Background: an optimization exercise with open tools, aiming at small area, a short achievable clock period and few clock cycles per item. Do not read the settings as production practice. In this exercise RTL edits were held to simulation tests only and were not proved equivalent to the original.

## try-lagoon
==> flow/design.v <==
`timescale 1ns / 1ps
module memoryModule #(
	parameter ramWidth = 8,
	parameter addrSize = 8) (
	input clk, rst, isIndirect,
	input [1:0] cntrl,
	input [addrSize-1:0] addr,
	input [ramWidth-1:0] dataIn,
	output [ramWidth-1:0] dataOut,
	output dataReady
	);
	reg ph;                  
	reg [15:0] ptrH, ptrL;   
	wire [7:0] rdata;
	wire startInd = cntrl[1] & isIndirect & ~ph;
	assign dataReady = cntrl[1] & (ph | ~isIndirect);
	assign dataOut = rdata;
	wire we = cntrl == 2'b11 && (ph || !isIndirect);
	wire [7:0] wdata = rst ? 8'd0 : we ? dataIn : rdata;
	wire [7:0] lt = addr & {8{~ph}};
	wire [7:0] lf = ~addr & {8{~ph}};
	wire [15:0] Hn, Ln;
	genvar g, b;
	generate
		for (g = 0; g < 16; g = g + 1) begin : dec
			g_a41oi uh (.a1(g[3] ? lt[7] : lf[7]), .a2(g[2] ? lt[6] : lf[6]),
			            .a3(g[1] ? lt[5] : lf[5]), .a4(g[0] ? lt[4] : lf[4]),
			            .b1(ptrH[g]), .y(Hn[g]));
			g_a41oi ul (.a1(g[3] ? lt[3] : lf[3]), .a2(g[2] ? lt[2] : lf[2]),
			            .a3(g[1] ? lt[1] : lf[1]), .a4(g[0] ? lt[0] : lf[0]),
			            .b1(ptrL[g]), .y(Ln[g]));
		end
	endgenerate
	wire [255:0] row;
	wire [2047:0] words;
	generate
		for (g = 0; g < 256; g = g + 1) begin : word
			reg [7:0] q;
			g_o21ai ur (.a1(Hn[g/16]), .a2(Ln[g%16]), .b1(~rst), .y(row[g]));
			assign words[g*8 +: 8] = q;
			always @(posedge clk)
				if (row[g]) q <= wdata;
		end
	endgenerate
	generate
		for (b = 0; b < 8; b = b + 1) begin : rbit
			wire [31:0] s1;
			wire [15:0] s2;
			wire [3:0] s3;
			wire [1:0] s4;
			for (g = 0; g < 32; g = g + 1) begin : t1
				g_ao8 u (.r(row[8*g +: 8]),
				         .q({words[(8*g+7)*8+b], words[(8*g+6)*8+b], words[(8*g+5)*8+b], words[(8*g+4)*8+b],
				             words[(8*g+3)*8+b], words[(8*g+2)*8+b], words[(8*g+1)*8+b], words[(8*g)*8+b]}),
				         .y(s1[g]));
			end
			for (g = 0; g < 16; g = g + 1) begin : t2
				g_nor2 u (.a(s1[2*g]), .b(s1[2*g+1]), .y(s2[g]));
			end
			for (g = 0; g < 4; g = g + 1) begin : t3
				g_nand4 u (.a(s2[4*g]), .b(s2[4*g+1]), .c(s2[4*g+2]), .d(s2[4*g+3]), .y(s3[g]));
			end
			g_nor2 t4a (.a(s3[0]), .b(s3[1]), .y(s4[0]));
			g_nor2 t4b (.a(s3[2]), .b(s3[3]), .y(s4[1]));
			g_nand2 t5 (.a(s4[0]), .b(s4[1]), .y(rdata[b]));
		end
	endgenerate
	integer m;
	always @(posedge clk) begin
		if (rst) ph <= 1'b0;
		else ph <= startInd;
		for (m = 0; m < 16; m = m + 1) begin
			ptrH[m] <= ~rst & startInd & (rdata[7:4] == m);
			ptrL[m] <= ~rst & startInd & (rdata[3:0] == m);
		end
	end
endmodule
module g_a41oi (input a1, a2, a3, a4, b1, output y);
	assign y = ~((a1 & a2 & a3 & a4) | b1);
endmodule
module g_ao8 (input [7:0] r, input [7:0] q, output y);
	assign y = ~(~((r[0] & q[0]) | (r[1] & q[1])) & ~((r[2] & q[2]) | (r[3] & q[3])) &
	             ~((r[4] & q[4]) | (r[5] & q[5])) & ~((r[6] & q[6]) | (r[7] & q[7])));
endmodule
module g_o21ai (input a1, a2, b1, output y);
	assign y = ~((a1 | a2) & b1);
endmodule
module g_nand4 (input a, b, c, d, output y);
	assign y = ~(a & b & c & d);
endmodule
module g_nand2 (input a, b, output y);
	assign y = ~(a & b);
endmodule
module g_nor2 (input a, b, output y);
	assign y = ~(a | b);
endmodule
export LEC_CHECK = 0
export CAP_MARGIN = 20
export CORE_MARGIN = 2
export CORE_UTILIZATION = 60
export CTS_CLUSTER_DIAMETER = 80
export CTS_CLUSTER_SIZE = 28
export GPL_TIMING_DRIVEN = 0
export SETUP_SLACK_MARGIN = 0.75
export SLEW_MARGIN = 20
export SYNTH_HIERARCHICAL = 1
export SYNTH_MINIMUM_KEEP_SIZE = 0
export TNS_END_PERCENT = 5
create_clock -name core_clock -period 6.0 [get_ports {clk}]
standard.sh (not shown) runs the stock make flow with config.mk's settings and CLKGATE_MAP_FILE= SYNTH_SCRIPT=/design/flow/synth_recipe.tcl, a recipe that flattens the netlist after the stock synthesis.
==> flow/flow/run.sh <==
#!/bin/bash
# Standard layout, with the ports buffered by plain buffers (buf_4, which the
# resizer may size up or down within the buf footprint) instead of the delay
# cells buffer_ports picks by default.
set -euo pipefail
bash standard.sh "BUFFER_PORTS_ARGS=-buffer_cell sky130_fd_sc_hd__buf_4" finish > standard.log 2>&1
Testbench counts of try-lagoon, summed over its fixed seeds: cycles 7,680, items 6,400.
The inputs of try-violet differ from those of try-lagoon as listed below.
- SETUP_SLACK_MARGIN changed from 0.75 to 1.0
- CORE_UTILIZATION changed from 60 to 66
--- outcome ---
- Post-CTS resize count ended up 64 higher on try-violet than on try-lagoon.
- Per the comparison of try-violet with try-lagoon, critical path depth shows an increase of 3; maximum frequency climbed about 0.5%; total routing resource utilization after global routing went up.
- On final worst slack: try-violet sits above try-lagoon.
- Diff try-lagoon -> try-violet: horizontal extent of the die fell by 16 um; wire length up 7.1 mm.

[what the ideal ports hide]
In the flow no input, the clock included, has a driving cell. The finished layouts below were timed again as built, in two steps. Step 1 assumes that a clkbuf_16 drives the clock port and a buf_2 every other input. Step 2, shift: input delay + t, output delay - t, t = (earliest + latest rising clock arrival at the registers) / 2. This alone moves slack from input paths to output paths. a / b / c = ideal / step 1 / step 2; a / b = the first two.
run	shift t [ns]	setup WS [ns]	worst setup path at the end	worst register clock-pin slew, ns	pins driven straight from the clock port
try-lagoon	0.789	0.584 / 0.533 / 0.030	input to register	0.11 / 0.11	1
try-violet	0.784	0.612 / 0.473 / -0.152	input to register	0.12 / 0.12	1
Met with ideal ports but missed after step 2: setup timing in try-violet. The setup slack of try-violet, which loses most, moves by -0.139 ns with the drivers and by -0.764 ns with both steps.
